Context: an optimization exercise on an open-source flow, tuned for small area. The choices shown serve that exercise and are no tape-out recipe.
Where RTL was checked, it was by simulation tests only, not by an equivalence proof against the original.
No driver is modelled on the clock port, so clock power and skew are understated where the tree is cut down; a real chip needs a root buffer or a tree.
Power is estimated from default activity; no workload was simulated.

rev 12:
Design alu_design, start of the top module:
module alu_design #(parameter W = 8)(
    input clk, rst, mode, ce, cin,
    input [1:0] inp_valid,
    input [7:0] opa, opb,
    input [3:0] cmd,
    output err, ov, cout, g, l, e,
    output reg [15:0] res
);
Size: roughly 41 flip-flops, ~49 I/O pins, about 4300 um^2 of cells after synthesis.
==> flow/config.mk <==
export PLATFORM = sky130hd
export DESIGN_NAME = alu_design
export DESIGN_NICKNAME = alu_design
export VERILOG_FILES = /design/flow/design.v
export SDC_FILE = /design/flow/constraint.sdc
export NUM_CORES = 4
export LEC_CHECK = 0
export CAP_MARGIN = 20
export CORE_MARGIN = 2
export CORE_UTILIZATION = 60
export CTS_BUF_LIST = sky130_fd_sc_hd__clkbuf_8
export GPL_TIMING_DRIVEN = 0
export SLEW_MARGIN = 20
export SYNTH_HIERARCHICAL = 1
==> flow/constraint.sdc <==
create_clock -name core_clock -period 7.0 [get_ports {clk}]
set_input_delay 1.4000 -clock core_clock [delete_from_list [all_inputs] [get_ports {clk}]]
set_output_delay 1.4000 -clock core_clock [all_outputs]
set_load 0.01 [all_outputs]
standard.sh (not shown) runs the stock make flow with config.mk's settings and CLKGATE_MAP_FILE= SYNTH_SCRIPT=/design/flow/synth_recipe.tcl, a recipe that flattens the netlist after the stock synthesis.
==> flow/flow/run.sh <==
#!/bin/bash
# Standard ORFS layout with these changes:
#  - synthesis maps logic with area-oriented ABC scripts (flow/synth.tcl)
#  - port buffers use the smallest buffer cell
#  - clock: flow/pre_cts.tcl replaces TritonCTS by one clock buffer per group
#    of nearby registers (three groups), each driven by the clock port
set -euo pipefail
F="$PWD/flow"
export PRE_CTS_TCL="$F/pre_cts.tcl"
export ALU_CLOCK_BUFFER=sky130_fd_sc_hd__clkbuf_8
export ALU_CLOCK_GROUPS=3
bash standard.sh SYNTH_SCRIPT="$F/synth.tcl" \
  "BUFFER_PORTS_ARGS=-buffer_cell sky130_fd_sc_hd__buf_1" \
  finish > standard.log 2>&1
Other scripts of this flow, unchanged in this note and not shown: flow/flow/area.abc, flow/flow/lut.abc, flow/flow/opnd.abc, flow/flow/pre_cts.tcl, flow/flow/synth.tcl
Input-level comparison between rev 13 and rev 12:
-- flow/design.v --
<<< rev 12, line 37
alu_opnd u_opnd (.mode(mode), .k(k), .cin(cin), .a(a), .b(b), .p(p), .q(q), .ci(ci));
genvar i;
localparam SPLIT = 4;
wire [SPLIT:0] c;
wire [7:0] sum;
>>> rev 13, line 37
alu_opnd u_opnd (.mode(mode), .k(k), .cin(cin), .a(a), .b(b), .p(p), .q(q), .ci(ci));
genvar i;
localparam SPLIT = 5;
wire [SPLIT:0] c;
wire [7:0] sum;
<<< rev 12, line 268
  alu_fa u_mu_fs53 (.a(mu_fs40), .b(mu_fc38), .c(mu_fc52), .s(mu_fs53), .co(mu_fc53));
  wire mu_fs54, mu_fc54;
  alu_fa u_mu_fs54 (.a(1'b1), .b(mu_fs41), .c(mu_fc40), .s(mu_fs54), .co(mu_fc54));
  wire mu_fs55, mu_fc55;
  alu_fa u_mu_fs55 (.a(mu_pp7_7), .b(mu_fc41), .c(mu_fc54), .s(mu_fs55), .co(mu_fc55));
  wire mu_fs56, mu_fc56;
  alu_fa u_mu_fs56 (.a(1'b0), .b(mu_fs41), .c(mu_fc40), .s(mu_fs56), .co(mu_fc56));
  wire mu_fs57, mu_fc57;
  alu_fa u_mu_fs57 (.a(mu_pp7_7), .b(mu_fc41), .c(mu_fc56), .s(mu_fs57), .co(mu_fc57));
  wire mu_cs13 = mu_fc53 ? mu_fs54 : mu_fs56;
  wire mu_cs14 = mu_fc53 ? mu_fs55 : mu_fs57;
  wire mu_cs15 = mu_fc53 ? mu_fc55 : mu_fc57;
  assign m = ~{mu_cs15, mu_cs14, mu_cs13, mu_fs53, mu_fs52, mu_fs51, mu_fs50, mu_hs49, mu_hs48, mu_hs47, mu_hs46, mu_hs45, mu_hs44, mu_hs43, mu_hs42, mu_pp0_0};
wire [15:0] ms = s ? {m[14:0], 1'b0} : m;
wire [7:0]  hi = (hiff ? {8{~fold}} : ms[15:8]) | {7'd0, fc == F_COUT};
>>> rev 13, line 268
  alu_fa u_mu_fs53 (.a(mu_fs40), .b(mu_fc38), .c(mu_fc52), .s(mu_fs53), .co(mu_fc53));
  wire mu_fs54, mu_fc54;
  alu_fa u_mu_fs54 (.a(mu_fs41), .b(mu_fc40), .c(mu_fc53), .s(mu_fs54), .co(mu_fc54));
  wire mu_fs55, mu_fc55;
  alu_fa u_mu_fs55 (.a(mu_pp7_7), .b(mu_fc41), .c(mu_fc54), .s(mu_fs55), .co(mu_fc55));
  assign m = ~{mu_fc55, mu_fs55, mu_fs54, mu_fs53, mu_fs52, mu_fs51, mu_fs50, mu_hs49, mu_hs48, mu_hs47, mu_hs46, mu_hs45, mu_hs44, mu_hs43, mu_hs42, mu_pp0_0};
wire [15:0] ms = s ? {m[14:0], 1'b0} : m;
wire [7:0]  hi = (hiff ? {8{~fold}} : ms[15:8]) | {7'd0, fc == F_COUT};
Results
Summary of rev 13 over rev 12: total length of routed wires shrank by about 4.7%, final instance count without filler cells shrank by 32, total die area shrank by about 3.3%. The final reports for rev 13 and rev 12 show clock network power share lower in the former. Rev 13 vs rev 12: number of inserted filler cells in the final layout down. Against rev 12, rev 13 comes in 150 um^2 lower on cell area after technology mapping. Cmp rev 13 and rev 12 / design internal power / lower: rev 12.
No functional check of the RTL was part of rev 12. In every run of this note, the design's own scripts or RTL, not TritonCTS, make the clock network.


alu_design, a different RTL version from the one above (not shown whole).
For scale: about 49 I/O pins, roughly 4100 um2 of cells after synthesis.
==> flow/config.mk <==
export PLATFORM = sky130hd
export DESIGN_NAME = alu_design
export DESIGN_NICKNAME = alu_design
export VERILOG_FILES = /design/flow/design.v
export SDC_FILE = /design/flow/constraint.sdc
export NUM_CORES = 4
export LEC_CHECK = 0
export CAP_MARGIN = 20
export CORE_MARGIN = 2
export CORE_UTILIZATION = 60
export CTS_BUF_LIST = sky130_fd_sc_hd__clkbuf_8
export GPL_TIMING_DRIVEN = 0
export SLEW_MARGIN = 20
export SYNTH_HIERARCHICAL = 1
==> flow/constraint.sdc <==
create_clock -name core_clock -period 7.0 [get_ports {clk}]
set_input_delay 1.4000 -clock core_clock [delete_from_list [all_inputs] [get_ports {clk}]]
set_output_delay 1.4000 -clock core_clock [all_outputs]
set_load 0.01 [all_outputs]
Scripts as last shown in full above: flow/flow/run.sh
Other scripts of this flow, unchanged in this note and not shown: flow/flow/area.abc, flow/flow/lut.abc, flow/flow/opnd.abc, flow/flow/pre_cts.tcl, flow/flow/synth.tcl
Edit:
--- a/flow/design.v
+++ b/flow/design.v
@@ -30,19 +30,19 @@
 wire o_shl  = ~mode & ((v01 & k == 4'd9) | (v10 & k == 4'd11));
 wire o_rol  = ~mode & v11 & k == 4'd12 & rot_ok;
 wire o_ror  = ~mode & v11 & k == 4'd13 & rot_ok;
 wire o_err  = ~(o_inc | o_dec | o_add | o_sub | o_cmp | o_minc | o_mshl | o_sadd |
                 o_ssub | o_lnorm | o_nota | o_notb | o_shr | o_shl | o_rol | o_ror);
 wire [7:0] p, q;
 wire       ci;
 alu_opnd u_opnd (.mode(mode), .k(k), .cin(cin), .a(a), .b(b), .p(p), .q(q), .ci(ci));
 genvar i;
-localparam SPLIT = 6;
+localparam SPLIT = 4;
 wire [SPLIT:0] c;
 wire [7:0] sum;
 assign c[0] = ci;
 generate
     for (i = 0; i < SPLIT; i = i + 1) begin : add
         alu_fa u_fa (.a(p[i]), .b(q[i]), .c(c[i]), .s(sum[i]), .co(c[i+1]));
     end
 endgenerate
 wire [8:SPLIT+1] z0, z1;
@@ -263,20 +263,24 @@
   wire mu_fs51, mu_fc51;
   alu_fa u_mu_fs51 (.a(mu_fs35), .b(mu_fc31), .c(mu_fc50), .s(mu_fs51), .co(mu_fc51));
   wire mu_fs52, mu_fc52;
   alu_fa u_mu_fs52 (.a(mu_fs38), .b(mu_fc35), .c(mu_fc51), .s(mu_fs52), .co(mu_fc52));
   wire mu_fs53, mu_fc53;
   alu_fa u_mu_fs53 (.a(mu_fs40), .b(mu_fc38), .c(mu_fc52), .s(mu_fs53), .co(mu_fc53));
   wire mu_fs54, mu_fc54;
   alu_fa u_mu_fs54 (.a(mu_fs41), .b(mu_fc40), .c(mu_fc53), .s(mu_fs54), .co(mu_fc54));
   wire mu_fs55, mu_fc55;
-  alu_fa u_mu_fs55 (.a(mu_pp7_7), .b(mu_fc41), .c(mu_fc54), .s(mu_fs55), .co(mu_fc55));
-  assign m = ~{mu_fc55, mu_fs55, mu_fs54, mu_fs53, mu_fs52, mu_fs51, mu_fs50, mu_hs49, mu_hs48, mu_hs47, mu_hs46, mu_hs45, mu_hs44, mu_hs43, mu_hs42, mu_pp0_0};
+  alu_fa u_mu_fs55 (.a(1'b1), .b(mu_pp7_7), .c(mu_fc41), .s(mu_fs55), .co(mu_fc55));
+  wire mu_fs56, mu_fc56;
+  alu_fa u_mu_fs56 (.a(1'b0), .b(mu_pp7_7), .c(mu_fc41), .s(mu_fs56), .co(mu_fc56));
+  wire mu_cs14 = mu_fc54 ? mu_fs55 : mu_fs56;
+  wire mu_cs15 = mu_fc54 ? mu_fc55 : mu_fc56;
+  assign m = ~{mu_cs15, mu_cs14, mu_fs54, mu_fs53, mu_fs52, mu_fs51, mu_fs50, mu_hs49, mu_hs48, mu_hs47, mu_hs46, mu_hs45, mu_hs44, mu_hs43, mu_hs42, mu_pp0_0};
 wire [15:0] ms = s ? {m[14:0], 1'b0} : m;
 wire [7:0]  hi = (hiff ? {8{~fold}} : ms[15:8]) | {7'd0, fc == F_COUT};
 wire [7:0]  lo = ms[7:0] | ({8{fold}} & {s & m[14], ms[14:8]});
 reg [2:0] fc2;
 always @(posedge clk or posedge rst) begin
     if (rst) begin
         res <= 0; fc2 <= F_NONE;
     end else if (ce) begin
         res <= {hi, lo}; fc2 <= fc;
What happened: Design area goes up by a few percent. Routed wire length goes up by a few percent. Clock skew goes up by 21 ps. Area after synthesis goes up by a few percent. Worst setup slack got worse by 6.4 ps. Critical path depth goes down by 1. Via count goes up by a few percent. Final cell count goes up by a few percent. Fmax stays flat. Synthesized cell count goes up by a few percent.
The RTL of the first run of this note was laid out without a check of its function. In every run of this note, the design's own scripts or RTL, not TritonCTS, make the clock network.


Setup of the baseline:
Another version of the RTL of alu_design (not shown whole).
Size in the first run: about 500 cells after synthesis, roughly 41 flip-flops, roughly 49 I/O pins.
Settings: LEC_CHECK=0, CAP_MARGIN=20, CORE_MARGIN=2, CORE_UTILIZATION=60, CTS_BUF_LIST=sky130_fd_sc_hd__clkbuf_8, GPL_TIMING_DRIVEN=0, SLEW_MARGIN=20, SYNTH_HIERARCHICAL=1; clock period 7.0 ns.
==> flow/flow/run.sh <==
#!/bin/bash
# Standard ORFS layout with these changes:
#  - synthesis maps logic with an area-oriented ABC script (flow/synth.tcl)
#  - port buffers use the smallest buffer cell
#  - clock tree: large sink clusters and no dummy loads
set -euo pipefail
F="$PWD/flow"
bash standard.sh SYNTH_SCRIPT="$F/synth.tcl" \
  "BUFFER_PORTS_ARGS=-buffer_cell sky130_fd_sc_hd__buf_1" \
  "CTS_ARGS=-sink_clustering_enable -repair_clock_nets -dont_use_dummy_load -buf_list sky130_fd_sc_hd__clkbuf_8 -sink_clustering_size 50 -sink_clustering_max_diameter 300" \
  finish > standard.log 2>&1
==> flow/flow/area.abc <==
strash
&get -n
&deepsyn -I 10 -J 50
&put
dch -f
amap
topo
stime -c
dnsize -c
==> flow/flow/synth.tcl <==
# synth_recipe.tcl with one change: the final technology mapping uses the
# area-oriented ABC script beside this file instead of ORFS's speed script.
proc synth {args} { yosys synth -nofsm -noshare {*}$args }
set ::area_abc_script [file join [file dirname [file normalize [info script]]] area.abc]
proc abc {args} {
  set i [lsearch $args -script]
  if {$i >= 0} { lset args [expr {$i + 1}] $::area_abc_script }
  yosys abc {*}$args
}
source $::env(SCRIPTS_DIR)/synth.tcl
# left out here: clear keep_hierarchy, flatten, clean up, hide names made inside functions, write 1_2_yosys.v
Inputs modified between the baseline and the candidate:
diff --git a/flow/design.v b/flow/design.v
--- a/flow/design.v
+++ b/flow/design.v
@@ -70,47 +70,33 @@
             assign q[i] = tt[{a[i], b[i]}] & ~o_shr;
         end else begin : bn
             assign q[i] = tt[{a[i], b[i]}];
         end
     end
 endgenerate
 wire       p_a  = mode & inp_valid[0];
 wire       p_ff = mode & ~inp_valid[0] & k[0];          
 wire [7:0] p = ({8{p_a}} & a) | {8{p_ff}};
 wire       ci = ~mode ? 1'b0 :
                 ~(inp_valid[1] & inp_valid[0]) ? ~k[0] :
                 k[3] ? ~k[1] : (k[1] ? (cin ^ k[0]) : k[0]);
-localparam SPLIT = 4;
-wire [SPLIT:0] c;
+wire [8:0] c;
 wire [7:0] sum;
 assign c[0] = ci;
 generate
-    for (i = 0; i < SPLIT; i = i + 1) begin : add
+    for (i = 0; i < 8; i = i + 1) begin : add
         alu_fa u_fa (.a(p[i]), .b(q[i]), .c(c[i]), .s(sum[i]), .co(c[i+1]));
     end
 endgenerate
-wire [8:SPLIT+1] z0, z1;
-wire [7:SPLIT]   s0, s1;
-assign s0[SPLIT] = p[SPLIT] ^ q[SPLIT];
-assign z0[SPLIT+1] = p[SPLIT] & q[SPLIT];
-assign s1[SPLIT] = ~(p[SPLIT] ^ q[SPLIT]);
-assign z1[SPLIT+1] = p[SPLIT] | q[SPLIT];
-generate
-    for (i = SPLIT + 1; i < 8; i = i + 1) begin : addh
-        alu_fa u_fa0 (.a(p[i]), .b(q[i]), .c(z0[i]), .s(s0[i]), .co(z0[i+1]));
-        alu_fa u_fa1 (.a(p[i]), .b(q[i]), .c(z1[i]), .s(s1[i]), .co(z1[i+1]));
-    end
-endgenerate
-assign sum[7:SPLIT] = c[SPLIT] ? s1 : s0;
-wire c8 = c[SPLIT] ? z1[8] : z0[8];
+wire c8 = c[8];
 wire sum_zero = ~|sum;
 wire [8:0] binc = {1'b0, b} + {8'd0, o_minc};
 wire [2:0] n_rot = b[2:0] ^ {3{k[0]}};               
 wire [7:0] oh = 8'd1 << n_rot;
 wire y_b   = o_minc | o_mshl;
 wire y_oh  = o_rol | o_ror;
 wire y_one = ~(o_err | o_cmp | y_b | y_oh | o_shr);
 wire [7:0] n_y = ({8{y_b}} & (binc[7:0] | {binc[8], 7'd0})) |
                  ({8{y_oh}} & oh) | {o_shr, 6'd0, y_one};
 wire [7:0] n_x = sum | {o_minc & c8 & ~binc[8], 7'd0};
 wire n_s    = o_mshl | o_shl | o_ror | (o_minc & (c8 | binc[8]));
 wire n_fold = o_rol | o_ror | o_shr;
Notes after the runs:
- Compared with the baseline, the candidate ends up with a larger final cell area.
- The candidate vs the baseline: total sequential power down by a few percent
- Via count | the candidate above the baseline
- | setup slack | higher: the baseline |
- | height of the die | the candidate vs the baseline | about 0.8% lower |
- Going from the baseline to the candidate, the measured slew at the worst slew-check pin was found to have gone up by 0.14 ns.
- The candidate — arrival time of data at the critical path endpoint 0.32 ns higher, the baseline as reference
- Of the candidate and the baseline, it is the candidate that has the lower total power per unit cell area.
The RTL of the candidate was laid out without a check of its function.


alu_design, a different RTL version from the one above (not shown whole).
Size in the first run: ~490 cells after synthesis, about 49 I/O pins, roughly 4300 um2 of cells after synthesis.
// alu_design
module alu_design #(parameter W = 8)(
    input clk, rst, mode, ce, cin,
    input [1:0] inp_valid,
    input [7:0] opa, opb,
    input [3:0] cmd,
    output err, ov, cout, g, l, e,
    output reg [15:0] res
);
==> flow/config.mk <==
export PLATFORM = sky130hd
export DESIGN_NAME = alu_design
export DESIGN_NICKNAME = alu_design
export VERILOG_FILES = /design/flow/design.v
export SDC_FILE = /design/flow/constraint.sdc
export NUM_CORES = 4
export LEC_CHECK = 0
export CAP_MARGIN = 20
export CORE_MARGIN = 2
export CORE_UTILIZATION = 60
export CTS_BUF_LIST = sky130_fd_sc_hd__clkbuf_8
export GPL_TIMING_DRIVEN = 0
export SLEW_MARGIN = 20
export SYNTH_HIERARCHICAL = 1
==> flow/constraint.sdc <==
create_clock -name core_clock -period 7.0 [get_ports {clk}]
set_input_delay 1.4000 -clock core_clock [delete_from_list [all_inputs] [get_ports {clk}]]
set_output_delay 1.4000 -clock core_clock [all_outputs]
set_load 0.01 [all_outputs]
Scripts as last shown in full above: flow/flow/run.sh, flow/flow/area.abc, flow/flow/synth.tcl
Change:
--- a/flow/design.v
+++ b/flow/design.v
@@ -70,25 +70,25 @@
             assign q[i] = tt[{a[i], b[i]}] & ~o_shr;
         end else begin : bn
             assign q[i] = tt[{a[i], b[i]}];
         end
     end
 endgenerate
 wire       p_a  = mode & inp_valid[0];
 wire       p_ff = mode & ~inp_valid[0] & k[0];          
 wire [7:0] p = ({8{p_a}} & a) | {8{p_ff}};
 wire       ci = ~mode ? 1'b0 :
                 ~(inp_valid[1] & inp_valid[0]) ? ~k[0] :
                 k[3] ? ~k[1] : (k[1] ? (cin ^ k[0]) : k[0]);
-localparam SPLIT = 4;
+localparam SPLIT = 5;
 wire [SPLIT:0] c;
 wire [7:0] sum;
 assign c[0] = ci;
 generate
     for (i = 0; i < SPLIT; i = i + 1) begin : add
         alu_fa u_fa (.a(p[i]), .b(q[i]), .c(c[i]), .s(sum[i]), .co(c[i+1]));
     end
 endgenerate
 wire [8:SPLIT+1] z0, z1;
 wire [7:SPLIT]   s0, s1;
 assign s0[SPLIT] = p[SPLIT] ^ q[SPLIT];
 assign z0[SPLIT+1] = p[SPLIT] & q[SPLIT];
@@ -301,32 +301,35 @@
   wire mu_hc48 = mu_fs20 | mu_hc47;
   wire mu_hs49 = ~(mu_fs26 ^ mu_hc48);
   wire mu_hc49 = mu_fs26 | mu_hc48;
   wire mu_fs50, mu_fc50;
   alu_fa u_mu_fs50 (.a(mu_fs31), .b(mu_fc26), .c(mu_hc49), .s(mu_fs50), .co(mu_fc50));
   wire mu_fs51, mu_fc51;
   alu_fa u_mu_fs51 (.a(mu_fs35), .b(mu_fc31), .c(mu_fc50), .s(mu_fs51), .co(mu_fc51));
   wire mu_fs52, mu_fc52;
   alu_fa u_mu_fs52 (.a(mu_fs38), .b(mu_fc35), .c(mu_fc51), .s(mu_fs52), .co(mu_fc52));
   wire mu_fs53, mu_fc53;
   alu_fa u_mu_fs53 (.a(mu_fs40), .b(mu_fc38), .c(mu_fc52), .s(mu_fs53), .co(mu_fc53));
   wire mu_fs54, mu_fc54;
-  alu_fa u_mu_fs54 (.a(mu_fs41), .b(mu_fc40), .c(mu_fc53), .s(mu_fs54), .co(mu_fc54));
+  alu_fa u_mu_fs54 (.a(1'b1), .b(mu_fs41), .c(mu_fc40), .s(mu_fs54), .co(mu_fc54));
   wire mu_fs55, mu_fc55;
-  alu_fa u_mu_fs55 (.a(1'b1), .b(mu_pp7_7), .c(mu_fc41), .s(mu_fs55), .co(mu_fc55));
+  alu_fa u_mu_fs55 (.a(mu_pp7_7), .b(mu_fc41), .c(mu_fc54), .s(mu_fs55), .co(mu_fc55));
   wire mu_fs56, mu_fc56;
-  alu_fa u_mu_fs56 (.a(1'b0), .b(mu_pp7_7), .c(mu_fc41), .s(mu_fs56), .co(mu_fc56));
-  wire mu_cs14 = mu_fc54 ? mu_fs55 : mu_fs56;
-  wire mu_cs15 = mu_fc54 ? mu_fc55 : mu_fc56;
-  assign m = ~{mu_cs15, mu_cs14, mu_fs54, mu_fs53, mu_fs52, mu_fs51, mu_fs50, mu_hs49, mu_hs48, mu_hs47, mu_hs46, mu_hs45, mu_hs44, mu_hs43, mu_hs42, mu_pp0_0};
+  alu_fa u_mu_fs56 (.a(1'b0), .b(mu_fs41), .c(mu_fc40), .s(mu_fs56), .co(mu_fc56));
+  wire mu_fs57, mu_fc57;
+  alu_fa u_mu_fs57 (.a(mu_pp7_7), .b(mu_fc41), .c(mu_fc56), .s(mu_fs57), .co(mu_fc57));
+  wire mu_cs13 = mu_fc53 ? mu_fs54 : mu_fs56;
+  wire mu_cs14 = mu_fc53 ? mu_fs55 : mu_fs57;
+  wire mu_cs15 = mu_fc53 ? mu_fc55 : mu_fc57;
+  assign m = ~{mu_cs15, mu_cs14, mu_cs13, mu_fs53, mu_fs52, mu_fs51, mu_fs50, mu_hs49, mu_hs48, mu_hs47, mu_hs46, mu_hs45, mu_hs44, mu_hs43, mu_hs42, mu_pp0_0};
 wire [15:0] ms = s ? {m[14:0], 1'b0} : m;
 wire [7:0]  hi = (hiff ? {8{~fold}} : ms[15:8]) | {7'd0, fc == F_COUT};
 wire [7:0]  lo = ms[7:0] | ({8{fold}} & {s & m[14], ms[14:8]});
 reg [2:0] fc2;
 always @(posedge clk or posedge rst) begin
     if (rst) begin
         res <= 0; fc2 <= F_NONE;
     end else if (ce) begin
         res <= {hi, lo}; fc2 <= fc;
     end
 end
 assign cout = fc2 == F_COUT;
After rerunning:
- The new run went through all stages and came out clean
- cell area went up by a few percent
- global-route usage went up by 1.1 points
- power went up by a little under a tenth
- clock power went up by a few percent
- synthesized cell count went down slightly
- die area went down slightly
Only the layout flow was run in the second run of this note; the RTL was not checked for function there.

afterwards: timing with drivers on the ports:
No port has a modelled driver above. Below, the same layouts with a new extraction and two added sets of constraints.
Step 1, drivers: a clkbuf_16 drives clk and a buf_2 each remaining input, both assumed.
Step 2 adds t to the input delays and takes it off the output delays; t is the mean of the earliest and latest rising clock arrival at the registers after step 1. Input paths then give back, and output paths get back, about the clock's delay inside the block.
Three values: no drivers, after step 1, after step 2; two values: the first two.
run | t (ns) | setup slack, ns | worst setup path at the end | worst data-port slew with drivers (ns)
rev 12 | 0.193 | 0.483 / 0.510 / 0.317 | input to register | 0.03
rev 13 | 0.195 | 0.272 / 0.272 / 0.249 | input to register | 0.04
the first run of note 2 | 0.195 | 0.251 / 0.251 / 0.094 | input to register | 0.03
the second run of note 2 | 0.192 | 0.245 / 0.245 / 0.245 | register to register | 0.03
the baseline | 0.310 | 0.405 / 0.414 / 0.104 | input to register | 0.03
the candidate | 0.309 | 0.176 / 0.180 / -0.130 | input to register | 0.03
the first run of note 4 | 0.304 | 0.250 / 0.257 / -0.048 | input to register | 0.03
the second run of note 4 | 0.318 | 0.211 / 0.220 / -0.097 | input to register | 0.03
Met with ideal ports but missed after step 2: setup timing in the candidate, the first run of note 4 and the second run of note 4. For the second run of note 4, which loses most, drivers alone change the setup slack by +0.009 ns; drivers and shift together by -0.308 ns.
